This is an optimization exercise on Yosys and OpenROAD, whose aim is small area and a short achievable clock period, not a production implementation.
In this exercise RTL edits were held to simulation tests only and were not proved equivalent to the original.
In every run shown here, the design's own scripts or RTL, not TritonCTS, make the clock network.
No driver is modelled on the clock port, so clock power and skew are understated where the tree is cut down; a real chip needs a root buffer or a tree.
No activity file was given, so power comes from the tool's default toggle rates.

$ cat flow/config.mk
export PLATFORM = sky130hd
export DESIGN_NAME = operator
export DESIGN_NICKNAME = operator
export VERILOG_FILES = /design/flow/design.v
export SDC_FILE = /design/flow/constraint.sdc
export NUM_CORES = 4
export LEC_CHECK = 0
export ABC_CLOCK_PERIOD_IN_PS = 1000
export CAP_MARGIN = 20
export CORE_MARGIN = 2
export CORE_UTILIZATION = 80
export CTS_BUF_LIST = sky130_fd_sc_hd__clkbuf_4 sky130_fd_sc_hd__clkbuf_8
export CTS_CLUSTER_DIAMETER = 60
export CTS_CLUSTER_SIZE = 30
export SETUP_SLACK_MARGIN = 3.7
export SLEW_MARGIN = 20
$ cat flow/constraint.sdc
create_clock -name core_clock -period 6.0 [get_ports {clk}]
set_input_delay 1.2000 -clock core_clock [delete_from_list [all_inputs] [get_ports {clk}]]
set_output_delay 1.2000 -clock core_clock [all_outputs]
set_load 0.01 [all_outputs]
$ cat flow/design.v
module registers (
    input logic rst,
    input logic clk,
    input logic [31:0] reg_addr,
    input logic [31:0] reg_wr_data,
    input logic reg_wr,
    output logic neg_b,
    output logic neg_c
);
    logic wr_hit, wr_nb, wr_nc;
    logic nb_r, nc_r;
    always_ff @(posedge clk)
    begin
        wr_hit <= ~rst & reg_wr & (reg_addr == 32'd10);
        wr_nb <= (reg_wr_data[1:0] == 2'h2);
        wr_nc <= (reg_wr_data[1:0] == 2'h1) | (reg_wr_data[1:0] == 2'h2);
    end
    assign neg_b = wr_hit ? wr_nb : nb_r;
    assign neg_c = wr_hit ? wr_nc : nc_r;
    always_ff @(posedge clk)
    begin
        if (rst) begin
            nb_r <= 1'b0;
            nc_r <= 1'b0;
        end
        else begin
            nb_r <= neg_b;
            nc_r <= neg_c;
        end
    end
endmodule
module calculate (
    input logic rst,
    input logic clk,
    input logic [31:0] a,
    input logic [31:0] b,
    input logic [31:0] c,
    input logic neg_b,
    input logic neg_c,
    output logic [63:0] z
);
    localparam int W = 38;
    localparam int B1 = 16;
    localparam int B2 = 32;
    logic [31:0] bx, cx;
    logic [31:0] s1, cy1;
    logic nb1, nc1;
    logic [W-1:0] ra, rb;
    logic [W-1:0] p2, g2;
    logic [B1-1:0] u0;
    logic [B2-B1-1:0] u1;
    logic [W-B2-1:0] u2;
    logic c0, c1;
    logic [W-1:0] x2n;
    logic c0n, c1n;
    logic [B2-B1-1:0] v1;
    logic [W-B2-1:0] v2;
    logic carry2;
    logic [W-1:0] z3;
    logic rst1, rst12;
    assign bx = b ^ {32{neg_b}};
    assign cx = c ^ {32{neg_c}};
    always_ff @(posedge clk)
    begin
        s1  <= a ^ bx ^ cx;
        cy1 <= (a & bx) | (a & cx) | (bx & cx);
        nb1 <= neg_b;
        nc1 <= neg_c;
    end
    assign ra = {{(W-32){nb1 ^ nc1}}, s1};
    assign rb = {{(W-33){nb1 & nc1}}, cy1, nc1};
    assign p2 = ra ^ rb;
    assign g2 = {ra[W-1:1] & rb[W-1:1], (ra[0] & rb[0]) | (ra[0] & nb1) | (rb[0] & nb1)};
    prefix_carry #(.W(B1)) iblk0(.p(p2[B1-1:0]), .g(g2[B1-1:0]), .cin(nb1), .s(u0), .cout(c0));
    prefix_carry #(.W(B2-B1)) iblk1(.p(p2[B2-1:B1]), .g(g2[B2-1:B1]), .cin(1'b0), .s(u1), .cout(c1));
    prefix_carry #(.W(W-B2)) iblk2(.p(p2[W-1:B2]), .g(g2[W-1:B2]), .cin(1'b0), .s(u2), .cout());
    always_ff @(posedge clk)
    begin
        x2n <= ~{u2, u1, u0};
        c0n <= ~c0;
        c1n <= ~c1;
        rst1 <= rst;
        rst12 <= rst | rst1;
    end
    assign carry2 = ~c1n | (~c0n & (&(~x2n[B2-1:B1])));
    incrementer #(.W(B2-B1)) iinc1(.x(~x2n[B2-1:B1]), .cin(~c0n), .s(v1));
    incrementer #(.W(W-B2)) iinc2(.x(~x2n[W-1:B2]), .cin(carry2), .s(v2));
    always_ff @(posedge clk)
    begin
        if (rst | rst12)
            z3 <= '0;
        else
            z3 <= {v2, v1, ~x2n[B1-1:0]};
    end
    always_comb
    begin
        z[W-1:0] = z3;
        for (int i = W; i < 64; i++)
            z[i] = z3[34 + (i % (W-34))];
    end
endmodule
module prefix_carry #(
    parameter int W = 38
) (
    input logic [W-1:0] p,
    input logic [W-1:0] g,
    input logic cin,
    output logic [W-1:0] s,
    output logic cout
);
    localparam int L = (W > 32) ? 6 : (W > 16) ? 5 : (W > 8) ? 4 : (W > 4) ? 3 : (W > 2) ? 2 : 1;
    for (genvar l = 0; l <= L; l++) begin : level
        logic [W-1:0] gg;
        logic [W-1:0] tt;
        if (l == 0) begin : first
            assign gg = g;
            assign tt = p;
        end
        else begin : next
            localparam int D = 1 << (l - 1);
            assign gg = {level[l-1].gg[W-1:D] | (level[l-1].tt[W-1:D] & level[l-1].gg[W-1-D:0]),
                         level[l-1].gg[D-1:0]};
            assign tt = {level[l-1].tt[W-1:D] & level[l-1].tt[W-1-D:0], level[l-1].tt[D-1:0]};
        end
    end
    assign s = p ^ {level[L].gg[W-2:0], cin};
    assign cout = level[L].gg[W-1];
endmodule
module incrementer #(
    parameter int W = 21
) (
    input logic [W-1:0] x,
    input logic cin,
    output logic [W-1:0] s
);
    localparam int L = (W > 32) ? 6 : (W > 16) ? 5 : (W > 8) ? 4 : (W > 4) ? 3 : (W > 2) ? 2 : 1;
    for (genvar l = 0; l <= L; l++) begin : level
        logic [W-1:0] tt;
        if (l == 0) begin : first
            assign tt = x;
        end
        else begin : next
            localparam int D = 1 << (l - 1);
            assign tt = {level[l-1].tt[W-1:D] & level[l-1].tt[W-1-D:0], level[l-1].tt[D-1:0]};
        end
    end
    assign s = x ^ ({level[L].tt[W-2:0], 1'b1} & {W{cin}});
endmodule
module operator (
    input logic rst,
    input logic clk,
    input logic [31:0] reg_addr,
    input logic [31:0] reg_wr_data,
    input logic reg_wr,
    input logic [31:0] a,
    input logic [31:0] b,
    input logic [31:0] c,
    output logic [63:0] z
);
    logic neg_b;
    logic neg_c;
    registers ireg(
        .clk(clk),
        .rst(rst),
        .reg_addr(reg_addr),
        .reg_wr_data(reg_wr_data),
        .reg_wr(reg_wr),
        .neg_b(neg_b),
        .neg_c(neg_c));
    calculate ical(
        .clk(clk),
        .rst(rst),
        .a(a),
        .b(b),
        .c(c),
        .neg_b(neg_b),
        .neg_c(neg_c),
        .z(z));
endmodule
$ cat flow/flow/run.sh
#!/bin/bash
# Standard ORFS layout, except that:
#  - the port buffers are small plain buffers (buffer_ports otherwise picks a
#    large delay cell for every port);
#  - the clock tree is two levels: the clock port drives a root clock
#    buffer, which drives six leaf buffers, each driving the flip-flops of
#    one sixth of the core (manual_cts.tcl).
set -euo pipefail
W=$(pwd)
bash standard.sh synth > "$W/make_synth.log" 2>&1
export BUFFER_PORTS_ARGS="-buffer_cell sky130_fd_sc_hd__buf_1"
export PRE_CTS_TCL="$W/flow/manual_cts.tcl"
bash standard.sh > "$W/make_layout.log" 2>&1
$ cat flow/flow/manual_cts.tcl
# A two-level clock tree: the clock port drives one root clock buffer, which
# drives one leaf clock buffer per region of the core; each leaf drives the
# flip-flops of its region. The regions split the flip-flops into n_cols
# columns of equal count by x, and each column into n_rows rows by y.
proc manual_clock_tree {n_cols n_rows leaf_master root_master} {
  set block [ord::get_db_block]
  set net [$block findNet clk]
  set leaf_m [[ord::get_db] findMaster $leaf_master]
  set root_m [[ord::get_db] findMaster $root_master]
  set sinks {}
  foreach it [$net getITerms] {
    set bb [[$it getInst] getBBox]
    lappend sinks [list $it [expr {([$bb xMin] + [$bb xMax]) / 2}] [expr {([$bb yMin] + [$bb yMax]) / 2}]]
  }
  set n [llength $sinks]
  set by_x [lsort -integer -index 1 $sinks]
  set groups {}
  for {set c 0} {$c < $n_cols} {incr c} {
    set col [lsort -integer -index 2 [lrange $by_x [expr {$c * $n / $n_cols}] [expr {($c + 1) * $n / $n_cols - 1}]]]
    set m [llength $col]
    for {set r 0} {$r < $n_rows} {incr r} {
      lappend groups [lrange $col [expr {$r * $m / $n_rows}] [expr {($r + 1) * $m / $n_rows - 1}]]
    }
  }
  # the root buffer, between the port net and the leaves' net
  set root [odb::dbInst_create $block $root_m "clkbuf_root"]
  set trunk [odb::dbNet_create $block "clknet_root"]
  $trunk setSigType CLOCK
  [$root findITerm A] connect $net
  [$root findITerm X] connect $trunk
  set k 0
  set rx 0
  set ry 0
  foreach g $groups {
    set sx 0; set sy 0
    foreach s $g { incr sx [lindex $s 1]; incr sy [lindex $s 2] }
    set cx [expr {$sx / [llength $g]}]
    set cy [expr {$sy / [llength $g]}]
    incr rx $cx
    incr ry $cy
    set inst [odb::dbInst_create $block $leaf_m "clkbuf_leaf_$k"]
    $inst setLocation $cx $cy
    $inst setPlacementStatus PLACED
    set leaf [odb::dbNet_create $block "clknet_leaf_$k"]
    $leaf setSigType CLOCK
    foreach s $g {
      set it [lindex $s 0]
      $it disconnect
      $it connect $leaf
    }
    [$inst findITerm A] connect $trunk
    [$inst findITerm X] connect $leaf
    puts "clock leaf $k: [llength $g] sinks at ($cx, $cy)"
    incr k
  }
  $root setLocation [expr {$rx / $k}] [expr {$ry / $k}]
  $root setPlacementStatus PLACED
  $net setSigType CLOCK
}

# Used in place of TritonCTS: cts.tcl calls clock_tree_synthesis, then
# legalises the placement and repairs timing as usual.
rename clock_tree_synthesis tritoncts_clock_tree_synthesis
proc clock_tree_synthesis {args} {
  manual_clock_tree 3 2 sky130_fd_sc_hd__clkbuf_16 sky130_fd_sc_hd__clkbuf_16
  set_propagated_clock [all_clocks]
}
$ cat flow/standard.sh
#!/bin/bash
# synth_recipe.tcl (not shown) runs the flow's synth.tcl, then flattens the netlist and writes it again
# the make line also repeats each setting of config.mk as NAME=value (left out here)
make -C /OpenROAD-flow-scripts/flow DESIGN_CONFIG=/design/flow/config.mk WORK_HOME=/design/flow/orfs CLKGATE_MAP_FILE= SYNTH_SCRIPT=/design/flow/synth_recipe.tcl "${@:-finish}"
==> results of run 1 <==
final cells by class:
cell class	instances	area [um^2]	area share [%]
multi-input combinational	379	3370	44.6
tap	105	131	1.74
sequential	147	2950	39.0
timing repair buffer	212	856	11.3
inverter	22	82.6	1.09
buffer	7	175	2.32
stage by stage:
stage                     hold WS, ns  utilization (%)  cells
after floorplan                 0.368                -    589
after CTS                       0.391             92.9    869
after global placement          0.370             89.2    851
final                           0.392             93.5    872
after detailed placement        0.370             89.2    851
after global routing            0.400             93.5    872
routing by layer:
layer | wire length (um) | track usage, %
met1 | 6720 | 43.4
met2 | 10400 | 73.5
met3 | 2130 | 8.94
met4 | 1740 | 26.7
met5 | 0 | 0
synth_stat cells, drive strengths merged, types with 9 or more instances:
master  instances
dfxtp         147
xnor2          78
nor2           42
fa             36
ha             34
buf            27
a21oi          23
inv            22
nand2          20
a21o           17
xor2           17
o21ai          16
clkbuf         14
nand2b          9
nor3            9
sequential cells by signal, indices dropped and copies added (netlist names), 32 cells and up:
register / count
ical.cy1: 32
ical.s1: 32
ical.x2n: 34
ical.z3: 38
placed cells by master (no fill, tap or decap), drive strengths merged, types with 5 or more instances in the layout:
master and count:
a21oi 23, a21o 17, dfxtp 147, xor2 17
a211oi 8, nor4 6, fa 36, buf 212
nor2 42, nand2 20, o21ai 16, xnor2 78
o21a 5, clkbuf 7, nor3 9, nand2b 9
inv 22, ha 34, and3 8
report_power, final:
part / internal (W) / total [W] / switching, W
registers: 0.00115 / 0.00127 / 0.000119
logic: 0.000304 / 0.000738 / 0.000434
clock network: 0.000211 / 0.000501 / 0.000290
total: 0.00167 / 0.00251 / 0.000843
cell families (layout without fill, tap and decap cells):
family,Yosys count,in the layout
xor gates and xnor gates,95,95
DFF,147,147
buffers and inverters,63,241
and+or+nand+nor,123,123
muxes,2,2
AOI/OAI and AO/OA,89,89
adders and majority gates,70,70
repair_timing:
action / CTS / global route
buffers inserted: 11 / 3
resized for setup: 14 / 6
pin swaps: 8 / 11
endpoints found under the setup margin: 46 / 14
final timing paths:
| check | from | to | slack, ns | cells after the start |
|---|---|---|---|---|
| max | ical.nc1 | ical.x2n[14] | 3.60 | 9 |
| min | ical.x2n[8] | ical.z3[8] | 0.39 | 1 |
| max reg2reg | ical.nc1 | ical.x2n[14] | 3.60 | 9 |
| min reg2reg | ical.x2n[8] | ical.z3[8] | 0.39 | 1 |
==> Implementation_results.wiki, run 1 <==
{| class="wikitable"
! Metric !! Value
|-
| Sort of element at the end of the critical path || flip-flop
|-
| Cell type with the largest total area after synthesis || dfxtp_1
|-
| Standard-cell row count || 33
|-
| Top-area cell type share of the netlist area || 44.9%
|-
| DRT antenna net count || 0
|-
| Yosys warns || 2
|-
| Peak Freq || 416 MHz
|-
| Count of pins on the block boundary || 227
|-
| Crit path buffers/inverters || 1
|-
| Count of flip-flops with a built-in enable after synthesis || 0
|-
| Fraction of synthesized cell area in xor and xnor cells || 12.7%
|-
| Area added between synthesis and finish || 15.3%
|-
| Drt pass-1 iters || 7
|-
| Share of the synthesized area in compound gates (AO/OA/AOI/OAI) || 9.33%
|-
| Initial core utilization || 81.1%
|-
| Classification of the worst setup path || flip-flop to flip-flop
|-
| Count of unique library cells instantiated by Yosys || 56
|-
| Outcome || complete, no violations
|-
| Kind of start point of the critical path || flip-flop
|-
| Total DRC errors in the routed layout || 0
|-
| Predominant post-synthesis flop cell || dfxtp_1
|-
| Max-capacitance violation count || 0
|-
| Global placer's final weighted congestion || 0.827
|-
| Via-per-instance ratio || 6.43
|-
| Total of flip-flops plus latches after synthesis || 147
|-
| Period utilisation layout || 40.1%
|-
| Global-route wire length before repair || 27800 um
|-
| Synth Area in Adders || 17.5%
|-
| Clock network latency to the later pin of the worst-skew pair || 0.36 ns
|-
| Biggest fanout along the worst timing path || 4
|-
| Maximum vdd drop || 0.213 mV
|-
| Post-layout power || 0.00251 W
|-
| Hpwl dp || 11300 um
|-
| Leakage power summed over all cells || 3.14 nW
|-
| Diode insertion count for antenna repair || 0
|-
| Post-synthesis instance total || 589
|-
| WL/cell || 24.1 um
|-
| Clk_skew || 0.0124 ns
|-
| Maximum number of pins on one net before global-route repair || 33
|-
| Antenna violations before repair || 0
|-
| Fillers || 257
|-
| Total number of vias || 5606
|-
| Critical path, cell by cell || fa_2 > inv_2 > fa_2 > nor2b_4 > o31ai_4 > a21o_1 > o31ai_4 > and4b_1 > nor3_2
|-
| Count of input and output buffers || 196
|-
| Simple-Gate Fraction of Synth Area || 10.3%
|-
| Proportion of layout cells with a drive suffix above 1 || 6.91%
|-
| Fin crit period || 2.40 ns
|-
| Largest stage delay on the critical path || 0.41 ns
|-
| Syn avg cell area || 11.1 um^2
|-
| Final setup fails || 0
|-
| Sum of negative setup slack || 0 ns
|-
| PD cells || 332 mW/mm^2
|-
| Congestion Overflow GR || 0
|-
| Post-detailed-placement cell area || 0.00722 mm^2
|-
| Floorplan Core Area || 0.00809 mm^2
|-
| Slowest cell on the critical path || fa_2
|-
| Netlist area before placement || 0.00656 mm^2
|-
| Via count of the first global-routing pass || 5452
|-
| Die Area || 0.00894 mm^2
|-
| Top cell family by delay on the critical path || compound AO/OA/AOI/OAI gates
|-
| Total GRT Usage || 41.0%
|-
| Critical Path RT || 6.28 ns
|-
| Least-Margin Pin Slew || 0.766 ns
|-
| Clk pin slew, worst setup/hold paths || 0.09 ns
|-
| Synthesized net count || 822
|-
| Number of hold violations in the final report || 0
|-
| Layout Cell Area excl Fill || 0.00757 mm^2
|-
| Hold_buf cts || 0
|-
| Path type of the worst min-delay path || flip-flop to flip-flop
|-
| Aggregate routed wire length || 21000 um
|-
| Die Ht || 94.6 um
|-
| Setup repair after global routing missed its margin || true
|-
| Dpl ws || 3.36 ns
|-
| Number of max-slew violations in the final report || 0
|-
| Final setup margin || 3.60 ns
|-
| Synth async-reset ratio || 0%
|-
| Starting DRC count in detailed routing || 526
|-
| NumNets Final || 1002
|-
| Largest family of logic cells by synthesized area || adder cells
|-
| Die Span X || 94.6 um
|-
| Worst rel slew slack || 48.4%
|-
| Portion of netlist area occupied by mux cells || 0.305%
|-
| Fraction of the yosys area taken by sequential cells || 44.9%
|-
| Arrival @ worst endpoint || 2.68 ns
|-
| Top cells by area in the synthesized netlist || dfxtp_1 45%, fa_1 11%, xnor2_1 10%
|}
==> run 2: changes to the inputs <==
--- a/flow/config.mk
+++ b/flow/config.mk
@@ -8,7 +8,7 @@
 export ABC_CLOCK_PERIOD_IN_PS = 1000
 export CAP_MARGIN = 20
 export CORE_MARGIN = 2
-export CORE_UTILIZATION = 80
+export CORE_UTILIZATION = 60
 export CTS_BUF_LIST = sky130_fd_sc_hd__clkbuf_4 sky130_fd_sc_hd__clkbuf_8
 export CTS_CLUSTER_DIAMETER = 60
 export CTS_CLUSTER_SIZE = 30
==> run 2 against run 1 <==
- critical path type unchanged
- still clean
- largest cell class unchanged
- cell count is 2.9% higher
- synthesized cell count did not move
- die area rose by 32%
==> Implementation_results.wiki, run 2 <==
{| class="wikitable"
! Metric !! Value
|-
| Outcome || complete, no violations (unchanged)
|-
| Critical path, cell by cell || or4_4 > nor4b_4 > nand3b_4 > o41ai_4 > ha_2 > and2_4 (was fa_2 > inv_2 > fa_2 > nor2b_4 > o31ai_4 > a21o_1 > o31ai_4 > and4b_1 > nor3_2)
|-
| Largest Register || ical.z3 (unchanged)
|-
| Total DRC errors in the routed layout || 0 (unchanged)
|-
| Largest registers || ical.z3 (38), ical.x2n (34) (unchanged)
|-
| Commonest non-fill, non-tap cells in the layout || 196 x buf_1, 143 x dfxtp_1, 78 x xnor2_1, 42 x nor2_1, 35 x fa_1 (was 196 x buf_1, 143 x dfxtp_1, 78 x xnor2_1, 42 x nor2_1, 34 x fa_1)
|-
| Top post-synthesis cells by count || 147 x dfxtp_1, 78 x xnor2_1, 42 x nor2_1 (unchanged)
|-
| Critical Path RT || 6.26 ns (was 6.28 ns)
|-
| Post-layout utilization of the core || 69.9% (was 93.5%)
|-
| Cell type with the largest total area after synthesis || dfxtp_1 (unchanged)
|-
| Hpwl dp || 9700 um (was 11300 um)
|-
| Die Area || 0.0118 mm^2 (was 0.00894 mm^2)
|-
| Final setup margin || 3.78 ns (was 3.60 ns)
|-
| Max FFs per register || 38 (unchanged)
|-
| Total number of vias || 4524 (was 5606)
|-
| Die Ht || 109 um (was 94.6 um)
|-
| Synth async-reset ratio || 0% (unchanged)
|-
| Syn avg cell area || 11.1 um^2 (unchanged)
|-
| Proportion of layout cells with a drive suffix above 1 || 5.02% (was 6.91%)
|-
| Count of unique library cells instantiated by Yosys || 56 (unchanged)
|-
| Max-capacitance violation count || 0 (unchanged)
|-
| Least-Margin Pin Slew || 0.666 ns (was 0.766 ns)
|-
| Maximum number of pins on one net before global-route repair || 35 (was 33)
|-
| Via-per-instance ratio || 5.04 (was 6.43)
|-
| Worst rel slew slack || 55.6% (was 48.4%)
|-
| Path type of the worst min-delay path || flip-flop to flip-flop (unchanged)
|-
| Total GRT Usage || 21.0% (was 41.0%)
|-
| Sum of negative setup slack || 0 ns (unchanged)
|-
| Classification of the worst setup path || flip-flop to flip-flop (unchanged)
|-
| Sort of element at the end of the critical path || flip-flop (unchanged)
|-
| Count of flip-flops with a built-in enable after synthesis || 0 (unchanged)
|-
| Fin crit period || 2.22 ns (was 2.40 ns)
|-
| Biggest fanout along the worst timing path || 5 (was 4)
|-
| Period utilisation layout || 37.0% (was 40.1%)
|-
| Kind of start point of the critical path || flip-flop (unchanged)
|-
| Starting DRC count in detailed routing || 178 (was 526)
|-
| Area added between synthesis and finish || 14.5% (was 15.3%)
|-
| Routed wire length on met2 || 6330 um (was 10400 um)
|-
| Global placer's final weighted congestion || 0.919 (was 0.827)
|-
| Die Span X || 109 um (was 94.6 um)
|-
| Drt pass-1 iters || 4 (was 7)
|-
| Initial core utilization || 61.1% (was 81.1%)
|-
| Predominant post-synthesis flop cell || dfxtp_1 (unchanged)
|-
| Aggregate routed wire length || 12500 um (was 21000 um)
|-
| Leading cell type in the layout, fill and taps excluded || buf_1 (unchanged)
|-
| Count of input and output buffers || 196 (unchanged)
|-
| Hold_ws || 0.387 ns (was 0.392 ns)
|-
| Synthesized net count || 822 (unchanged)
|-
| Leading cell type by number of instances after synthesis || dfxtp_1 (unchanged)
|-
| Top-area cell type share of the netlist area || 44.9% (unchanged)
|-
| Maximum vdd drop || 0.224 mV (was 0.213 mV)
|-
| Leakage power summed over all cells || 3.09 nW (was 3.14 nW)
|-
| PD cells || 309 mW/mm^2 (was 332 mW/mm^2)
|-
| Setup repair after global routing missed its margin || true (unchanged)
|-
| Final setup fails || 0 (unchanged)
|-
| Post-synthesis instance total || 589 (unchanged)
|-
| Slowest cell on the critical path || or4_4 (was fa_2)
|-
| Clk pin slew, worst setup/hold paths || 0.09 ns (about the same)
|-
| NumNets Final || 992 (was 1002)
|-
| Largest stage delay on the critical path || 0.57 ns (was 0.41 ns)
|-
| Number of hold violations in the final report || 0 (unchanged)
|-
| Arrival @ worst endpoint || 2.48 ns (was 2.68 ns)
|-
| Diode insertion count for antenna repair || 0 (unchanged)
|-
| Met3 wire len || 656 um (was 2130 um)
|-
| Clk_skew || 0.00718 ns (was 0.0124 ns)
|-
| Floorplan Core Area || 0.0107 mm^2 (was 0.00809 mm^2)
|-
| WL/cell || 13.9 um (was 24.1 um)
|-
| Top cells by area in the synthesized netlist || dfxtp_1 45%, fa_1 11%, xnor2_1 10% (unchanged)
|-
| Peak Freq || 450 MHz (was 416 MHz)
|-
| Congestion Overflow GR || 0 (unchanged)
|-
| Total of flip-flops plus latches after synthesis || 147 (unchanged)
|-
| Yosys warns || 2 (unchanged)
|-
| Netlist area before placement || 0.00656 mm^2 (unchanged)
|-
| Antenna violations before repair || 0 (unchanged)
|-
| Count of pins on the block boundary || 227 (unchanged)
|-
| Met1 wire length || 5310 um (was 6720 um)
|-
| Internal reg-to-reg setup slack || 3.78 ns (was 3.60 ns)
|-
| Standard-cell row count || 38 (was 33)
|-
| Clock network latency to the later pin of the worst-skew pair || 0.35 ns (was 0.36 ns)
|-
| DRT antenna net count || 0 (unchanged)
|-
| Fraction of the yosys area taken by sequential cells || 44.9% (unchanged)
|-
| Number of max-slew violations in the final report || 0 (unchanged)
|-
| Global-route wire length before repair || 19800 um (was 27800 um)
|-
| Via count of the first global-routing pass || 4415 (was 5452)
|-
| Topmost layer with routed signal wires || met4 (unchanged)
|-
| Dpl ws || 3.50 ns (was 3.36 ns)
|}
[run 2: cell families (layout without fill, tap and decap cells)]
group / count (synthesis) / in the layout / synth area share, %
AO/OA/AOI/OAI: 89 / 89 / 9.33
XOR/XNOR: 95 / 95 / 12.7
adder cells (fa/ha/maj): 70 / 70 / 17.5
buffers and inverters: 63 / 231 / 5.09
flip-flops: 147 / 147 / 44.9
multiplexers: 2 / 2 / 0.305
AND/OR/NAND/NOR: 123 / 123 / 10.3
[run 2: timing repair]
action / in CTS / in global routing
resized for setup: 3 / 11
setup endpoints to repair: 6 / 11
pin swaps: 5 / 5
buffers inserted: 3 / 1
hold buffers: 0 / 0
[run 2: layer usage]
metal,track usage [%],vias to the layer above
met3,1.93,15
li1,-,2276
met4,3.75,0
met1,25.7,2071
met5,0,-
met2,40.0,162
[run 2: power breakdown]
part / switching (W) / internal, W / leakage (nW)
sequential: 0.0000892 / 0.00115 / 1.23
clock: 0.000276 / 0.000211 / 0.0863
combinational: 0.000312 / 0.000281 / 1.78
total: 0.000677 / 0.00165 / 3.09
[run 2: critical path, delay by kind of cell (launching register included)]
family          cells  cell delay (ns)
flops               1             0.33
fa+ha+maj           1             0.34
simple gates        4             1.19
compound gates      1             0.28
[run 2: layout make-up]
type | instances | area (um^2)
multi-input cells | 379 | 3350
flip-flops and latches | 147 | 2950
fillers | 851 | 3230
inverters | 22 | 82.6
plain buffers | 7 | 175
repair buffers | 202 | 781
well taps | 140 | 175
[run 2: through the flow]
step | power [W] | area [um^2] | std cells
2_1_floorplan | 0.00166 | 6560 | 589
3_3_place_gp | 0.00181 | 7260 | 886
3_5_place_dp | 0.00184 | 7260 | 886
4_1_cts | 0.00233 | 7470 | 896
5_1_grt | 0.00247 | 7510 | 897
6_report | 0.00232 | 7510 | 897
[run 2: worst paths after layout]
| path | startpoint | endpoint | cells past startpoint |
|---|---|---|---|
| setup / recovery | ical.c0n | ical.z3[32] | 6 |
| setup reg to reg | ical.c0n | ical.z3[32] | 6 |
| hold / removal | ical.x2n[9] | ical.z3[9] | 1 |
| hold reg to reg | ical.x2n[9] | ical.z3[9] | 1 |
==> run 3: changes to the inputs <==
--- a/flow/config.mk
+++ b/flow/config.mk
@@ -8,7 +8,7 @@
 export ABC_CLOCK_PERIOD_IN_PS = 1000
 export CAP_MARGIN = 20
 export CORE_MARGIN = 2
-export CORE_UTILIZATION = 60
+export CORE_UTILIZATION = 62
 export CTS_BUF_LIST = sky130_fd_sc_hd__clkbuf_4 sky130_fd_sc_hd__clkbuf_8
 export CTS_CLUSTER_DIAMETER = 60
 export CTS_CLUSTER_SIZE = 30
==> run 3 against run 2 <==
- combinational power barely moved
- highest routed layer unchanged
- routed wire length up 2.5%
- via count is 0.73% higher
==> Implementation_results.wiki, run 3 <==
{| class="wikitable"
! Metric !! Value
|-
| Outcome || complete, no violations (unchanged)
|-
| Count of flip-flops with a built-in enable after synthesis || 0 (unchanged)
|-
| Largest stage delay on the critical path || 0.56 ns (was 0.57 ns)
|-
| Biggest fanout along the worst timing path || 2 (was 5)
|-
| WL/cell || 14.3 um (was 13.9 um)
|-
| Post-layout utilization of the core || 73.2% (was 69.9%)
|-
| Drt pass-1 iters || 4 (unchanged)
|-
| Proportion of layout cells with a drive suffix above 1 || 5.53% (was 5.02%)
|-
| Critical Path RT || 6.25 ns (was 6.26 ns)
|-
| Synthesized net count || 822 (unchanged)
|-
| Layout Cell Area excl Fill || 0.00752 mm^2 (was 0.00751 mm^2)
|-
| Starting DRC count in detailed routing || 141 (was 178)
|-
| Via count of the first global-routing pass || 4456 (was 4415)
|-
| PD cells || 310 mW/mm^2 (was 309 mW/mm^2)
|-
| Yosys warns || 2 (unchanged)
|-
| Fin crit period || 2.19 ns (was 2.22 ns)
|-
| Fraction of the yosys area taken by sequential cells || 44.9% (unchanged)
|-
| Netlist area before placement || 0.00656 mm^2 (unchanged)
|-
| Peak Freq || 456 MHz (was 450 MHz)
|-
| Top post-synthesis cells by count || 147 x dfxtp_1, 78 x xnor2_1, 42 x nor2_1 (unchanged)
|-
| Period utilisation layout || 36.5% (was 37.0%)
|-
| Total number of vias || 4557 (was 4524)
|-
| Leading cell type by number of instances after synthesis || dfxtp_1 (unchanged)
|-
| Clk pin slew, worst setup/hold paths || 0.09 ns (about the same)
|-
| Floorplan Core Area || 0.0103 mm^2 (was 0.0107 mm^2)
|-
| Area added between synthesis and finish || 14.7% (was 14.5%)
|-
| Aggregate routed wire length || 12800 um (was 12500 um)
|-
| Cell type with the largest total area after synthesis || dfxtp_1 (unchanged)
|-
| Top-area cell type share of the netlist area || 44.9% (unchanged)
|-
| Critical path, cell by cell || or4_4 > nor4b_4 > nand3b_4 > o41ai_4 > ha_2 > and2_1 (was or4_4 > nor4b_4 > nand3b_4 > o41ai_4 > ha_2 > and2_4)
|-
| Post-detailed-placement cell area || 0.00725 mm^2 (was 0.00726 mm^2)
|-
| Clk_skew || 0.0128 ns (was 0.00718 ns)
|-
| Leakage power summed over all cells || 3.10 nW (was 3.09 nW)
|-
| Kind of start point of the critical path || flip-flop (unchanged)
|-
| DRT antenna net count || 0 (unchanged)
|-
| Worst rel slew slack || 54.9% (was 55.6%)
|-
| Post-synthesis instance total || 589 (unchanged)
|-
| Final setup fails || 0 (unchanged)
|-
| Syn avg cell area || 11.1 um^2 (unchanged)
|-
| Predominant post-synthesis flop cell || dfxtp_1 (unchanged)
|-
| Sort of element at the end of the critical path || flip-flop (unchanged)
|-
| Maximum number of pins on one net before global-route repair || 35 (unchanged)
|-
| Global-route wire length before repair || 20300 um (was 19800 um)
|-
| Initial core utilization || 63.8% (was 61.1%)
|-
| Arrival @ worst endpoint || 2.44 ns (was 2.48 ns)
|-
| Total of flip-flops plus latches after synthesis || 147 (unchanged)
|-
| Standard-cell row count || 37 (was 38)
|-
| Hpwl dp || 9790 um (was 9700 um)
|-
| Count of unique library cells instantiated by Yosys || 56 (unchanged)
|-
| Die Span X || 107 um (was 109 um)
|-
| Largest registers || ical.z3 (38), ical.x2n (34) (unchanged)
|-
| Max-capacitance violation count || 0 (unchanged)
|-
| Antenna violations before repair || 0 (unchanged)
|-
| Global placer's final weighted congestion || 0.912 (was 0.919)
|-
| Count of pins on the block boundary || 227 (unchanged)
|-
| Number of hold violations in the final report || 0 (unchanged)
|-
| Sum of negative setup slack || 0 ns (unchanged)
|-
| Maximum vdd drop || 0.246 mV (was 0.224 mV)
|-
| Diode insertion count for antenna repair || 0 (unchanged)
|-
| Hold_buf cts || 0 (unchanged)
|-
| Largest Register || ical.z3 (unchanged)
|-
| Number of max-slew violations in the final report || 0 (unchanged)
|-
| Via-per-instance ratio || 5.09 (was 5.04)
|-
| Count of input and output buffers || 196 (unchanged)
|-
| NumNets Final || 995 (was 992)
|-
| Slowest cell on the critical path || or4_4 (unchanged)
|-
| Total GRT Usage || 22.1% (was 21.0%)
|-
| Setup repair after global routing missed its margin || false (was true)
|-
| Top cells by area in the synthesized netlist || dfxtp_1 45%, fa_1 11%, xnor2_1 10% (unchanged)
|-
| Commonest non-fill, non-tap cells in the layout || 196 x buf_1, 145 x dfxtp_1, 78 x xnor2_1, 42 x nor2_1, 34 x fa_1 (was 196 x buf_1, 143 x dfxtp_1, 78 x xnor2_1, 42 x nor2_1, 35 x fa_1)
|-
| Congestion Overflow GR || 0 (unchanged)
|-
| Max FFs per register || 38 (unchanged)
|-
| Least-Margin Pin Slew || 0.676 ns (was 0.666 ns)
|-
| Leading cell type in the layout, fill and taps excluded || buf_1 (unchanged)
|-
| Total DRC errors in the routed layout || 0 (unchanged)
|-
| Die Area || 0.0114 mm^2 (was 0.0118 mm^2)
|-
| Clock network latency to the later pin of the worst-skew pair || 0.35 ns (about the same)
|-
| Classification of the worst setup path || flip-flop to flip-flop (unchanged)
|-
| Die Ht || 107 um (was 109 um)
|-
| Path type of the worst min-delay path || flip-flop to flip-flop (unchanged)
|-
| Synth async-reset ratio || 0% (unchanged)
|}
## run 3: changes by cell type in the layout (fill, tap and decap cells not counted), sizes merged
cell  before  now
buf      202  205
## run 3: logic make-up (layout without fill, tap and decap cells)
logic type,count (synthesis),in the layout,share of synthesized area [%]
AO/OA/AOI/OAI,89,89,9.33
XOR/XNOR,95,95,12.7
adder cells (fa/ha/maj),70,70,17.5
buffers and inverters,63,234,5.09
flip-flops,147,147,44.9
multiplexers,2,2,0.305
AND/OR/NAND/NOR,123,123,10.3
## run 3: through the flow
stage	worst slack, ns	hold WS [ns]	cells	total power [W]
floorplan	3.79	0.368	589	0.00166
global placement	3.49	0.369	882	0.00181
detailed placement	3.51	0.370	882	0.00183
CTS	3.66	0.385	894	0.00234
global route	3.72	0.392	896	0.00246
finish	3.81	0.385	896	0.00233
## run 3: report_power, final
group / switching [W] / internal [W] / leakage [nW] / total [W]
sequential: 0.0000912 / 0.00115 / 1.23 / 0.00124
clock: 0.000279 / 0.000211 / 0.0863 / 0.000490
combinational: 0.000313 / 0.000282 / 1.78 / 0.000594
## run 3: timing repair
| item | CTS | global route |
|---|---|---|
| pin swaps | 4 | 5 |
| buffers inserted | 5 | 2 |
| resized for setup | 5 | 8 |
| endpoints found under the setup margin | 7 | 10 |
| cloned | 0 | 0 |
## run 3: layer usage
| metal | part of all wire [%] | global-route usage (%) | up-vias |
|---|---|---|---|
| met1 | 40 | 25.7 | 2108 |
| met2 | 53 | 44.1 | 156 |
| li1 | - | - | 2279 |
| met5 | 0 | 0 | - |
| met3 | 5.6 | 2.19 | 14 |
| met4 | 1.4 | 3.62 | 0 |
## run 3: worst max-delay path, delay by kind of cell (launching register included)
| family | cells | cell delay [ns] |
|---|---|---|
| AO/OA/AOI/OAI | 1 | 0.28 |
| AND/OR/NAND/NOR | 4 | 1.14 |
| flip-flops | 1 | 0.33 |
| adder cells (fa/ha/maj) | 1 | 0.34 |
## run 3: worst paths after layout
kind,from,to,depth (start not counted),slack (ns)
worst min-delay path,ical.x2n[7],ical.z3[7],1,0.39
worst max-delay path,ical.x2n[18],ical.z3[32],6,3.81
worst min register to register,ical.x2n[7],ical.z3[7],1,0.39
worst max register to register,ical.x2n[18],ical.z3[32],6,3.81
## run 3: cell type report
cell class              count  area (um^2)
plain buffers               7          175
fillers                   768         2750
inverters                  22         82.6
multi-input cells         379         3350
flip-flops and latches    147         2950
well taps                 136          170
repair buffers            205          803
==> run 4: changes to the inputs <==
--- a/flow/config.mk
+++ b/flow/config.mk
@@ -8,7 +8,7 @@
 export ABC_CLOCK_PERIOD_IN_PS = 1000
 export CAP_MARGIN = 20
 export CORE_MARGIN = 2
-export CORE_UTILIZATION = 62
+export CORE_UTILIZATION = 67
 export CTS_BUF_LIST = sky130_fd_sc_hd__clkbuf_4 sky130_fd_sc_hd__clkbuf_8
 export CTS_CLUSTER_DIAMETER = 60
 export CTS_CLUSTER_SIZE = 30
==> run 4 against run 3 <==
- still clean
- global-route usage is 1.4 points higher
- maximum frequency is 3.1% lower
- die area is 7.2% lower
- largest cell class unchanged
- largest power group unchanged
==> Implementation_results.wiki, run 4 <==
{| class="wikitable"
! Metric !! Value
|-
| Outcome || complete, no violations (unchanged)
|-
| DRT antenna net count || 0 (unchanged)
|-
| Proportion of layout cells with a drive suffix above 1 || 5.01% (was 5.53%)
|-
| Via-per-instance ratio || 5.17 (was 5.09)
|-
| Largest stage delay on the critical path || 0.45 ns (was 0.56 ns)
|-
| Top cells by area in the synthesized netlist || dfxtp_1 45%, fa_1 11%, xnor2_1 10% (unchanged)
|-
| Number of max-slew violations in the final report || 0 (unchanged)
|-
| NumNets Final || 994 (was 995)
|-
| Non-filler cells, final || 892 (was 896)
|-
| Post-synthesis instance total || 589 (unchanged)
|-
| Aggregate routed wire length || 12900 um (was 12800 um)
|-
| Critical path, cell by cell || fa_1 > inv_1 > fa_2 > nor2b_4 > o31ai_4 > a21o_1 > o31ai_4 > and4b_1 > nor3_1 (was or4_4 > nor4b_4 > nand3b_4 > o41ai_4 > ha_2 > and2_1)
|-
| Worst hold path depth || 1 (unchanged)
|-
| Count of input and output buffers || 196 (unchanged)
|-
| Total number of vias || 4610 (was 4557)
|-
| Peak Freq || 442 MHz (was 456 MHz)
|-
| Biggest fanout along the worst timing path || 4 (was 2)
|-
| Cell count after placement || 879 (was 882)
|-
| Syn avg cell area || 11.1 um^2 (unchanged)
|-
| Leading cell type in the layout, fill and taps excluded || buf_1 (unchanged)
|-
| Fin crit period || 2.26 ns (was 2.19 ns)
|-
| Final setup fails || 0 (unchanged)
|-
| Leading cell type by number of instances after synthesis || dfxtp_1 (unchanged)
|-
| Die Area || 0.0106 mm^2 (was 0.0114 mm^2)
|-
| Slowest cell on the critical path || fa_1 (was or4_4)
|-
| Met1 wire length || 5320 um (was 5160 um)
|-
| Starting DRC count in detailed routing || 170 (was 141)
|-
| Largest Register || ical.z3 (unchanged)
|-
| Sort of element at the end of the critical path || flip-flop (unchanged)
|-
| Cells on worst reg2reg path || 9 (was 6)
|-
| Maximum number of pins on one net before global-route repair || 35 (unchanged)
|-
| Top cell family by delay on the critical path || adder cells (was simple AND/OR/NAND/NOR gates)
|-
| Dpl ws || 3.44 ns (was 3.51 ns)
|-
| Crit path buffers/inverters || 1 (was 0)
|-
| Launching element of the worst setup path || ical.nb1 (was ical.x2n[18])
|-
| Least-Margin Pin Slew || 0.647 ns (was 0.676 ns)
|-
| Hold Startpoint || ical.x2n[2] (was ical.x2n[7])
|-
| Classification of the worst setup path || flip-flop to flip-flop (unchanged)
|-
| Floorplan Core Area || 0.00964 mm^2 (was 0.0103 mm^2)
|-
| Total of flip-flops plus latches after synthesis || 147 (unchanged)
|-
| PD cells || 310 mW/mm^2 (about the same)
|-
| Path type of the worst min-delay path || flip-flop to flip-flop (unchanged)
|-
| Post-layout utilization of the core || 78.0% (was 73.2%)
|-
| Worst reg2reg startpoint || ical.nb1 (was ical.x2n[18])
|-
| Leakage power summed over all cells || 3.10 nW (about the same)
|-
| Most frequent cell on the critical path || o31ai_4
|-
| Initial core utilization || 68.1% (was 63.8%)
|-
| Fillers || 664 (was 768)
|-
| Top-area cell type share of the netlist area || 44.9% (unchanged)
|-
| Met3 wire len || 776 um (was 716 um)
|-
| Maximum vdd drop || 0.222 mV (was 0.246 mV)
|-
| Congestion Overflow GR || 0 (unchanged)
|-
| Count of unique library cells instantiated by Yosys || 56 (unchanged)
|-
| Count of flip-flops with a built-in enable after synthesis || 0 (unchanged)
|-
| Final setup margin || 3.74 ns (was 3.81 ns)
|-
| Post-layout power || 0.00233 W (about the same)
|-
| Critical Path RT || 6.27 ns (was 6.25 ns)
|-
| Topmost layer with routed signal wires || met4 (unchanged)
|-
| Cell type with the largest total area after synthesis || dfxtp_1 (unchanged)
|-
| Commonest non-fill, non-tap cells in the layout || 196 x buf_1, 145 x dfxtp_1, 78 x xnor2_1, 42 x nor2_1, 35 x fa_1 (was 196 x buf_1, 145 x dfxtp_1, 78 x xnor2_1, 42 x nor2_1, 34 x fa_1)
|-
| Die Ht || 103 um (was 107 um)
|-
| Synth async-reset ratio || 0% (unchanged)
|-
| Number of hold violations in the final report || 0 (unchanged)
|-
| Predominant post-synthesis flop cell || dfxtp_1 (unchanged)
|-
| Routed wire length on met2 || 6660 um (was 6760 um)
|-
| Fraction of the yosys area taken by sequential cells || 44.9% (unchanged)
|-
| Number of stages on the worst setup path || 9 (was 6)
|-
| Drt pass-1 iters || 4 (unchanged)
|-
| Antenna violations before repair || 0 (unchanged)
|-
| Total DRC errors in the routed layout || 0 (unchanged)
|-
| Standard-cell row count || 36 (was 37)
|-
| Critical register-to-register path endpoint || ical.x2n[14] (was ical.z3[32])
|-
| Internal reg-to-reg setup slack || 3.74 ns (was 3.81 ns)
|-
| Count of pins on the block boundary || 227 (unchanged)
|-
| Hold Crit Endpoint || ical.z3[2] (was ical.z3[7])
|-
| Max-capacitance violation count || 0 (unchanged)
|-
| Worst rel slew slack || 56.9% (was 54.9%)
|-
| Via count of the first global-routing pass || 4448 (was 4456)
|-
| Global placer's final weighted congestion || 0.931 (was 0.912)
|-
| Period utilisation layout || 37.7% (was 36.5%)
|-
| Max FFs per register || 38 (unchanged)
|-
| Kind of start point of the critical path || flip-flop (unchanged)
|-
| Largest registers || ical.z3 (38), ical.x2n (34) (unchanged)
|-
| Total GRT Usage || 23.5% (was 22.1%)
|-
| Setup repair after global routing missed its margin || true (was false)
|-
| Diode insertion count for antenna repair || 0 (unchanged)
|-
| Sum of negative setup slack || 0 ns (unchanged)
|-
| Clk pin slew, worst setup/hold paths || 0.10 ns (was 0.09 ns)
|-
| Global-route wire length before repair || 19800 um (was 20300 um)
|-
| Die Span X || 103 um (was 107 um)
|-
| Clk_skew || 0.0109 ns (was 0.0128 ns)
|-
| Hpwl dp || 9940 um (was 9790 um)
|-
| Top post-synthesis cells by count || 147 x dfxtp_1, 78 x xnor2_1, 42 x nor2_1 (unchanged)
|-
| WL/cell || 14.5 um (was 14.3 um)
|-
| Yosys warns || 2 (unchanged)
|-
| Netlist area before placement || 0.00656 mm^2 (unchanged)
|-
| Clock network latency to the later pin of the worst-skew pair || 0.35 ns (about the same)
|-
| Area added between synthesis and finish || 14.6% (was 14.7%)
|-
| Synthesized net count || 822 (unchanged)
|-
| Arrival @ worst endpoint || 2.53 ns (was 2.44 ns)
|}
## run 4: cell count changes in the layout (fill, tap and decap cells not counted), sizes merged
cell / previous run / this run
buf: 205 / 204
## run 4: worst max path at each step
stage | endpoint | slack, ns
6_report | ical.x2n[14] | 3.74
3_5_place_dp | ical.s1[29] | 3.44
4_1_cts | ical.z3[33] | 3.65
5_1_grt | ical.x2n[14] | 3.66
2_1_floorplan | ical.z3[32] | 3.79
3_3_place_gp | ical.s1[29] | 3.46
## run 4: per-layer routing
metal / up-vias / GRT usage, %
li1: 2281 / -
met1: 2131 / 28.6
met2: 185 / 45.2
met3: 13 / 2.44
met4: 0 / 4.05
met5: - / 0
## run 4: cells by family (layout without fill, tap and decap cells)
logic type / count (synthesis) / after routing / synth area share, %
buf+inv: 63 / 233 / 5.09
xor+xnor: 95 / 95 / 12.7
mux: 2 / 2 / 0.305
flops: 147 / 147 / 44.9
compound gates: 89 / 89 / 9.33
fa+ha+maj: 70 / 70 / 17.5
simple gates: 123 / 123 / 10.3
## run 4: layout make-up
type / instances / area, um^2 / area share, %
Multi-Input combinational cell: 379 / 3360 / 44.6
Sequential cell: 147 / 2950 / 39.2
Timing Repair Buffer: 204 / 796 / 10.6
Buffer: 7 / 175 / 2.33
Tap cell: 133 / 166 / 2.21
Inverter: 22 / 82.6 / 1.10
## run 4: timing repair
| item | CTS | global route |
|---|---|---|
| pin swaps | 4 | 3 |
| setup buffers | 5 | 1 |
| endpoints found under the setup margin | 44 | 9 |
| resized for setup | 4 | 8 |
| hold buffers | 0 | 0 |
| cloned | 0 | 0 |
## run 4: power breakdown
part,leakage [nW],internal (W),switching (W)
Clock,0.0863,0.000211,0.000275
Sequential,1.23,0.00115,0.0000920
Combinational,1.78,0.000282,0.000318
## run 4: stage by stage
stage / hold WS (ns) / cell area, um^2
floorplan: 0.368 / 6560
global placement: 0.369 / 7250
detailed placement: 0.373 / 7250
CTS: 0.387 / 7480
global route: 0.392 / 7520
finish: 0.386 / 7520
==> run 5: changes to the inputs <==
--- a/flow/config.mk
+++ b/flow/config.mk
@@ -8,7 +8,7 @@
 export ABC_CLOCK_PERIOD_IN_PS = 1000
 export CAP_MARGIN = 20
 export CORE_MARGIN = 2
-export CORE_UTILIZATION = 67
+export CORE_UTILIZATION = 70
 export CTS_BUF_LIST = sky130_fd_sc_hd__clkbuf_4 sky130_fd_sc_hd__clkbuf_8
 export CTS_CLUSTER_DIAMETER = 60
 export CTS_CLUSTER_SIZE = 30
==> run 5 against run 4 <==
- still clean
- clock skew fell by 0.0047 ns
- via count rose by 1.0%
- core utilization rose by 4.4 points
- cell area rose by 0.30%
- critical path type unchanged
==> Implementation_results.wiki, run 5 <==
{| class="wikitable"
! Metric !! Value
|-
| Outcome || complete, no violations (unchanged)
|-
| Hpwl dp || 10100 um (was 9940 um)
|-
| Congestion Overflow GR || 0 (unchanged)
|-
| Maximum vdd drop || 0.184 mV (was 0.222 mV)
|-
| Clk_skew || 0.00620 ns (was 0.0109 ns)
|-
| Largest family of logic cells by synthesized area || adder cells (unchanged)
|-
| Cell count after placement || 857 (was 879)
|-
| Fillers || 550 (was 664)
|-
| Top post-synthesis cells by count || 147 x dfxtp_1, 78 x xnor2_1, 42 x nor2_1 (unchanged)
|-
| Proportion of layout cells with a drive suffix above 1 || 6.01% (was 5.01%)
|-
| Clock network latency to the later pin of the worst-skew pair || 0.35 ns (about the same)
|-
| Commonest non-fill, non-tap cells in the layout || 196 x buf_1, 143 x dfxtp_1, 78 x xnor2_1, 42 x nor2_1, 34 x fa_1 (was 196 x buf_1, 145 x dfxtp_1, 78 x xnor2_1, 42 x nor2_1, 35 x fa_1)
|-
| Top cells by area in the synthesized netlist || dfxtp_1 45%, fa_1 11%, xnor2_1 10% (unchanged)
|-
| Path type of the worst min-delay path || flip-flop to flip-flop (unchanged)
|-
| Initial core utilization || 71.7% (was 68.1%)
|-
| Count of flip-flops with a built-in enable after synthesis || 0 (unchanged)
|-
| Diode insertion count for antenna repair || 0 (unchanged)
|-
| Predominant post-synthesis flop cell || dfxtp_1 (unchanged)
|-
| Synth Area in Adders || 17.5% (unchanged)
|-
| Kind of start point of the critical path || flip-flop (unchanged)
|-
| Starting DRC count in detailed routing || 222 (was 170)
|-
| Period utilisation layout || 37.5% (was 37.7%)
|-
| Netlist area before placement || 0.00656 mm^2 (unchanged)
|-
| Die Span X || 101 um (was 103 um)
|-
| Final setup fails || 0 (unchanged)
|-
| Count of unique library cells instantiated by Yosys || 56 (unchanged)
|-
| Yosys warns || 2 (unchanged)
|-
| Peak Freq || 444 MHz (was 442 MHz)
|-
| Via count of the first global-routing pass || 4644 (was 4448)
|-
| Antenna violations before repair || 0 (unchanged)
|-
| Clk pin slew, worst setup/hold paths || 0.09 ns (was 0.10 ns)
|-
| Classification of the worst setup path || flip-flop to flip-flop (unchanged)
|-
| Largest Register || ical.z3 (unchanged)
|-
| DRT antenna net count || 0 (unchanged)
|-
| PD cells || 310 mW/mm^2 (about the same)
|-
| Fin crit period || 2.25 ns (was 2.26 ns)
|-
| Leakage power summed over all cells || 3.12 nW (was 3.10 nW)
|-
| Count of input and output buffers || 196 (unchanged)
|-
| Portion of netlist area occupied by mux cells || 0.305% (unchanged)
|-
| Setup repair after global routing missed its margin || true (unchanged)
|-
| Footprint of the multi-input gates || 0.00336 mm^2 (unchanged)
|-
| Global-route wire length before repair || 20500 um (was 19800 um)
|-
| Least-Margin Pin Slew || 0.634 ns (was 0.647 ns)
|-
| Largest registers || ical.z3 (38), ical.x2n (34) (unchanged)
|-
| Non-filler cells, final || 876 (was 892)
|-
| Die Area || 0.0102 mm^2 (was 0.0106 mm^2)
|-
| Total GRT Usage || 24.8% (was 23.5%)
|-
| Post-layout utilization of the core || 82.4% (was 78.0%)
|-
| Aggregate routed wire length || 12900 um (about the same)
|-
| Fraction of synthesized cell area in xor and xnor cells || 12.7% (unchanged)
|-
| Seq. cell area || 0.00295 mm^2 (about the same)
|-
| Number of hold violations in the final report || 0 (unchanged)
|-
| Top-area cell type share of the netlist area || 44.9% (unchanged)
|-
| Maximum number of pins on one net before global-route repair || 33 (was 35)
|-
| Sum of negative setup slack || 0 ns (unchanged)
|-
| Max FFs per register || 38 (unchanged)
|-
| Sort of element at the end of the critical path || flip-flop (unchanged)
|-
| Biggest fanout along the worst timing path || 4 (unchanged)
|-
| NumNets Final || 1000 (was 994)
|-
| Worst rel slew slack || 57.7% (was 56.9%)
|-
| Standard-cell row count || 35 (was 36)
|-
| Floorplan Core Area || 0.00915 mm^2 (was 0.00964 mm^2)
|-
| Hold_ws || 0.386 ns (about the same)
|-
| Via-per-instance ratio || 5.32 (was 5.17)
|-
| Die Ht || 101 um (was 103 um)
|-
| Cell type with the largest total area after synthesis || dfxtp_1 (unchanged)
|-
| Simple-Gate Fraction of Synth Area || 10.3% (unchanged)
|-
| Arrival @ worst endpoint || 2.49 ns (was 2.53 ns)
|-
| Count of pins on the block boundary || 227 (unchanged)
|-
| Total DRC errors in the routed layout || 0 (unchanged)
|-
| Synthesized net count || 822 (unchanged)
|-
| Number of max-slew violations in the final report || 0 (unchanged)
|-
| Leading cell type in the layout, fill and taps excluded || buf_1 (unchanged)
|-
| Leading cell type by number of instances after synthesis || dfxtp_1 (unchanged)
|-
| Drt pass-1 iters || 6 (was 4)
|-
| Max-capacitance violation count || 0 (unchanged)
|-
| Area added between synthesis and finish || 15.0% (was 14.6%)
|-
| Share of the synthesized area in compound gates (AO/OA/AOI/OAI) || 9.33% (unchanged)
|-
| Synth async-reset ratio || 0% (unchanged)
|-
| Total of flip-flops plus latches after synthesis || 147 (unchanged)
|-
| WL/cell || 14.7 um (was 14.5 um)
|-
| Syn avg cell area || 11.1 um^2 (unchanged)
|-
| Critical Path RT || 6.24 ns (was 6.27 ns)
|-
| Fraction of the yosys area taken by sequential cells || 44.9% (unchanged)
|-
| Total number of vias || 4657 (was 4610)
|-
| Post-synthesis instance total || 589 (unchanged)
|-
| Global placer's final weighted congestion || 0.865 (was 0.931)
|}
-- run 5: worst paths after layout --
kind | startpoint | endpoint | slack [ns] | cells past startpoint
setup reg to reg | ical.nb1 | ical.x2n[14] | 3.75 | 9
hold / removal | ical.x2n[7] | ical.z3[7] | 0.39 | 1
setup / recovery | ical.nb1 | ical.x2n[14] | 3.75 | 9
hold reg to reg | ical.x2n[7] | ical.z3[7] | 0.39 | 1
-- run 5: cells by family after synthesis --
family / count (synthesis)
AO/OA/AOI/OAI: 89
XOR/XNOR: 95
adder cells (fa/ha/maj): 70
buffers and inverters: 63
flip-flops: 147
multiplexers: 2
AND/OR/NAND/NOR: 123
-- run 5: routing by layer --
metal / GRT usage, % / up-vias / share of wire, %
met5: 0 / - / 0
met4: 4.00 / 0 / 1.7
met3: 2.22 / 24 / 5.3
met2: 48.5 / 179 / 53
met1: 29.9 / 2161 / 40
li1: - / 2293 / -
-- run 5: timing repair --
action / 4_1_cts / 5_1_grt
endpoints found under the setup margin: 48 / 8
resized for setup: 5 / 10
setup buffers: 6 / 6
pin swaps: 5 / 9
endpoints found under the hold margin: 0 / 0
hold buffers: 0 / 0
-- run 5: per-stage QoR --
stage	power [W]	setup slack, ns	instance area (um^2)
after floorplan	0.00166	3.79	6560
after global placement	0.00181	3.52	7220
after detailed placement	0.00184	3.42	7220
after CTS	0.00232	3.62	7470
after global routing	0.00247	3.65	7540
final	0.00234	3.75	7540
-- run 5: worst max-delay path, stage by stage, from the launching register on --
cell     delay [ns]
dfxtp_4        0.36
fa_2           0.20
inv_1          0.06
fa_2           0.39
nor2b_4        0.16
o31ai_4        0.10
a21o_1         0.23
o31ai_4        0.35
and4b_1        0.26
nor3_2         0.05
-- run 5: where the power goes --
group          internal, W  switching [W]  total, W
Combinational     0.000289       0.000320  0.000608
Sequential         0.00115      0.0000911   0.00124
Clock             0.000211       0.000274  0.000484
-- run 5: layout make-up --
type                            count  share of cell area (%)
Timing Repair Buffer              210                    11.1
Sequential cell                   147                    39.1
Tap cell                          111                    1.84
Inverter                           22                    1.09
Multi-Input combinational cell    379                    44.5
Buffer                              7                    2.32
==> run 6: changes to the inputs <==
--- a/flow/config.mk
+++ b/flow/config.mk
@@ -12,5 +12,5 @@
 export CTS_BUF_LIST = sky130_fd_sc_hd__clkbuf_4 sky130_fd_sc_hd__clkbuf_8
 export CTS_CLUSTER_DIAMETER = 60
 export CTS_CLUSTER_SIZE = 30
-export SETUP_SLACK_MARGIN = 3.7
+export SETUP_SLACK_MARGIN = 3.75
 export SLEW_MARGIN = 20
==> run 6 against run 5 <==
- sequential share of layout area down 0.066 points
- routed wire length is 0.21% higher
- worst setup slack better by 0.028 ns
- critical path depth decreased by 2
- clock power is essentially flat
- first-iteration DRC count is 9.5% lower
- via count is 0.21% lower
- global-route usage about the same
- register-to-register slack improved by 0.03 ns
- total power grew 0.12%
- flip-flop and latch count did not move
- largest cell class unchanged
- largest power group unchanged
==> Implementation_results.wiki, run 6 <==
{| class="wikitable"
! Metric !! Value
|-
| Yosys warns || 2 (unchanged)
|-
| Arrival @ worst endpoint || 2.43 ns (was 2.49 ns)
|-
| Max-capacitance violation count || 0 (unchanged)
|-
| Critical Path RT || 6.21 ns (was 6.24 ns)
|-
| Clk pin slew, worst setup/hold paths || 0.09 ns (about the same)
|-
| WL/cell || 14.8 um (was 14.7 um)
|-
| Count of input and output buffers || 196 (unchanged)
|-
| Hold Startpoint || ical.x2n[7] (unchanged)
|-
| NumNets Final || 999 (was 1000)
|-
| Netlist area before placement || 0.00656 mm^2 (unchanged)
|-
| Setup repair after global routing missed its margin || true (unchanged)
|-
| Maximum vdd drop || 0.185 mV (was 0.184 mV)
|-
| Congestion Overflow GR || 0 (unchanged)
|-
| Leading cell type by number of instances after synthesis || dfxtp_1 (unchanged)
|-
| Seq. cell area || 0.00295 mm^2 (about the same)
|-
| Standard-cell row count || 35 (unchanged)
|-
| Leading cell type in the layout, fill and taps excluded || buf_1 (unchanged)
|-
| Total DRC errors in the routed layout || 0 (unchanged)
|-
| Cell type with the largest total area after synthesis || dfxtp_1 (unchanged)
|-
| Starting DRC count in detailed routing || 201 (was 222)
|-
| Top post-synthesis cells by count || 147 x dfxtp_1, 78 x xnor2_1, 42 x nor2_1 (unchanged)
|-
| Outcome || complete, no violations (unchanged)
|-
| Fin crit period || 2.22 ns (was 2.25 ns)
|-
| Top-area cell type share of the netlist area || 44.9% (unchanged)
|-
| Antenna violations before repair || 0 (unchanged)
|-
| Top cells by area in the synthesized netlist || dfxtp_1 45%, fa_1 11%, xnor2_1 10% (unchanged)
|-
| Floorplan Core Area || 0.00915 mm^2 (unchanged)
|-
| Fraction of the yosys area taken by sequential cells || 44.9% (unchanged)
|-
| Proportion of layout cells with a drive suffix above 1 || 6.28% (was 6.01%)
|-
| Largest Register || ical.z3 (unchanged)
|-
| Clock network latency to the later pin of the worst-skew pair || 0.35 ns (about the same)
|-
| Hold_buf cts || 0 (unchanged)
|-
| Maximum number of pins on one net before global-route repair || 33 (unchanged)
|-
| Launching element of the worst setup path || ical.x2n[18] (was ical.nb1)
|-
| Kind of start point of the critical path || flip-flop (unchanged)
|-
| Peak Freq || 450 MHz (was 444 MHz)
|-
| Area added between synthesis and finish || 15.0% (unchanged)
|-
| Die Ht || 101 um (unchanged)
|-
| Via count of the first global-routing pass || 4648 (was 4644)
|-
| Clk_skew || 0.00621 ns (was 0.00620 ns)
|-
| Via-per-instance ratio || 5.31 (was 5.32)
|-
| Synthesized net count || 822 (unchanged)
|-
| Footprint of the multi-input gates || 0.00337 mm^2 (was 0.00336 mm^2)
|-
| Total number of vias || 4647 (was 4657)
|-
| Hpwl dp || 10100 um (unchanged)
|-
| DRT antenna net count || 0 (unchanged)
|-
| Diode insertion count for antenna repair || 0 (unchanged)
|-
| Period utilisation layout || 37.0% (was 37.5%)
|-
| Number of hold violations in the final report || 0 (unchanged)
|-
| Drt pass-1 iters || 4 (was 6)
|-
| Largest registers || ical.z3 (38), ical.x2n (34) (unchanged)
|-
| Synth async-reset ratio || 0% (unchanged)
|-
| Worst rel slew slack || 57.6% (was 57.7%)
|-
| Fillers || 551 (was 550)
|-
| Critical path, cell by cell || or4_4 > nor4b_4 > nand3b_4 > o41ai_4 > ha_2 > xor2_1 > nor2_1 (was fa_2 > inv_1 > fa_2 > nor2b_4 > o31ai_4 > a21o_1 > o31ai_4 > and4b_1 > nor3_2)
|-
| Leakage power summed over all cells || 3.12 nW (about the same)
|-
| Final setup fails || 0 (unchanged)
|-
| Largest stage delay on the critical path || 0.55 ns (was 0.39 ns)
|-
| Cells on worst reg2reg path || 7 (was 9)
|-
| Max FFs per register || 38 (unchanged)
|-
| Sum of negative setup slack || 0 ns (unchanged)
|-
| Hold_ws || 0.386 ns (about the same)
|-
| Commonest non-fill, non-tap cells in the layout || 196 x buf_1, 145 x dfxtp_1, 78 x xnor2_1, 42 x nor2_1, 34 x fa_1 (was 196 x buf_1, 143 x dfxtp_1, 78 x xnor2_1, 42 x nor2_1, 34 x fa_1)
|-
| Path type of the worst min-delay path || flip-flop to flip-flop (unchanged)
|-
| Least-Margin Pin Slew || 0.636 ns (was 0.634 ns)
|-
| Predominant post-synthesis flop cell || dfxtp_1 (unchanged)
|-
| Classification of the worst setup path || flip-flop to flip-flop (unchanged)
|-
| Global-route wire length before repair || 20500 um (about the same)
|-
| Post-synthesis instance total || 589 (unchanged)
|-
| Number of max-slew violations in the final report || 0 (unchanged)
|-
| Total of flip-flops plus latches after synthesis || 147 (unchanged)
|-
| Count of unique library cells instantiated by Yosys || 56 (unchanged)
|-
| Global placer's final weighted congestion || 0.865 (unchanged)
|-
| Aggregate routed wire length || 12900 um (about the same)
|-
| Worst reg2reg startpoint || ical.x2n[18] (was ical.nb1)
|-
| Post-layout utilization of the core || 82.4% (unchanged)
|-
| PD cells || 310 mW/mm^2 (about the same)
|-
| Die Span X || 101 um (unchanged)
|-
| Post-detailed-placement cell area || 0.00722 mm^2 (unchanged)
|-
| Total GRT Usage || 24.9% (was 24.8%)
|-
| Initial core utilization || 71.7% (unchanged)
|-
| Biggest fanout along the worst timing path || 2 (was 4)
|-
| Slowest cell on the critical path || or4_4 (was fa_2)
|-
| Count of pins on the block boundary || 227 (unchanged)
|-
| Sort of element at the end of the critical path || flip-flop (unchanged)
|-
| Count of flip-flops with a built-in enable after synthesis || 0 (unchanged)
|-
| Layout Cell Area excl Fill || 0.00754 mm^2 (unchanged)
|-
| Syn avg cell area || 11.1 um^2 (unchanged)
|-
| Die Area || 0.0102 mm^2 (unchanged)
|-
| Worst hold path depth || 1 (unchanged)
|}
## run 6: cell counts after synthesis
Identical to the previous run, type by type.
## run 6: kinds of logic after synthesis
kind of cell,after synthesis,synth area share [%]
AO/OA/AOI/OAI,89,9.33
adder cells (fa/ha/maj),70,17.5
multiplexers,2,0.305
buffers and inverters,63,5.09
flip-flops,147,44.9
AND/OR/NAND/NOR,123,10.3
XOR/XNOR,95,12.7
## run 6: power breakdown
| part | switching, W | total (W) | leakage, nW | internal (W) |
|---|---|---|---|---|
| Combinational | 0.000322 | 0.000613 | 1.81 | 0.000291 |
| Clock | 0.000272 | 0.000483 | 0.0863 | 0.000211 |
| Sequential | 0.0000909 | 0.00124 | 1.23 | 0.00115 |
| Total | 0.000685 | 0.00234 | 3.12 | 0.00165 |
## run 6: per-stage QoR
stage               instances  setup WS [ns]  total power [W]
floorplan                 589           3.79          0.00166
global placement          857           3.52          0.00181
detailed placement        857           3.42          0.00184
CTS                       871           3.62          0.00233
global route              875           3.65          0.00247
finish                    875           3.78          0.00234
## run 6: critical path, delay by kind of cell, from the launching register on
| kind | cells | cell delay (ns) |
|---|---|---|
| AO/OA/AOI/OAI | 1 | 0.27 |
| XOR/XNOR | 1 | 0.15 |
| adder cells (fa/ha/maj) | 1 | 0.25 |
| flip-flops | 1 | 0.32 |
| AND/OR/NAND/NOR | 4 | 1.10 |
## run 6: metal layers
metal  track usage [%]  vias to the layer above  part of all wire, %
li1                  -                     2293                    -
met1              29.9                     2154                   40
met2              48.5                      182                   53
met3              2.22                       18                  5.3
met4              4.00                        0                  1.7
met5                 0                        -                    0
## run 6: path summary, 6_finish.rpt
kind / to / slack, ns
max: ical.z3[33] / 3.78
min: ical.z3[7] / 0.39
max reg2reg: ical.z3[33] / 3.78
min reg2reg: ical.z3[7] / 0.39
## run 6: layout make-up
class	instances	area share [%]
multi-input cells	379	44.7
plain buffers	7	2.32
inverters	22	1.09
repair buffers	209	11.0
well taps	111	1.84
flip-flops and latches	147	39.0
## run 6: what timing repair did
item	in CTS	in global routing
setup endpoints to repair	51	16
gates resized for setup	7	10
pin swaps	6	9
cloned	0	0
buffers inserted	7	4

==> separate check: timing with driven ports <==
Ports are ideal in the flow. The routed layouts listed here were re-timed in OpenROAD.
Step 1, drivers: a clkbuf_16 drives clk and a buf_2 each remaining input, both assumed.
Step 2 also shifts input and output timing later by t, the mid clock arrival at the registers, as if the neighbouring blocks saw the same clock.
a / b / c = no drivers / after step 1 / after step 2; a / b = the first two.
run | shift t [ns] | slack for setup (ns) | worst hold slack (ns)
run 1 | 0.399 | 3.596 / 3.596 / 3.389 | 0.392 / 0.392 / 0.392
run 2 | 0.388 | 3.779 / 3.779 / 3.570 | 0.387 / 0.387 / 0.387
run 3 | 0.388 | 3.808 / 3.806 / 3.519 | 0.385 / 0.385 / 0.385
run 4 | 0.384 | 3.739 / 3.739 / 3.577 | 0.386 / 0.386 / 0.386
run 5 | 0.384 | 3.750 / 3.750 / 3.547 | 0.386 / 0.386 / 0.386
run 6 | 0.384 | 3.778 / 3.778 / 3.544 | 0.386 / 0.386 / 0.386
After both steps every run listed still meets setup and hold. The setup slack of run 3, which loses most, moves by -0.002 ns with the drivers and by -0.289 ns with both steps.
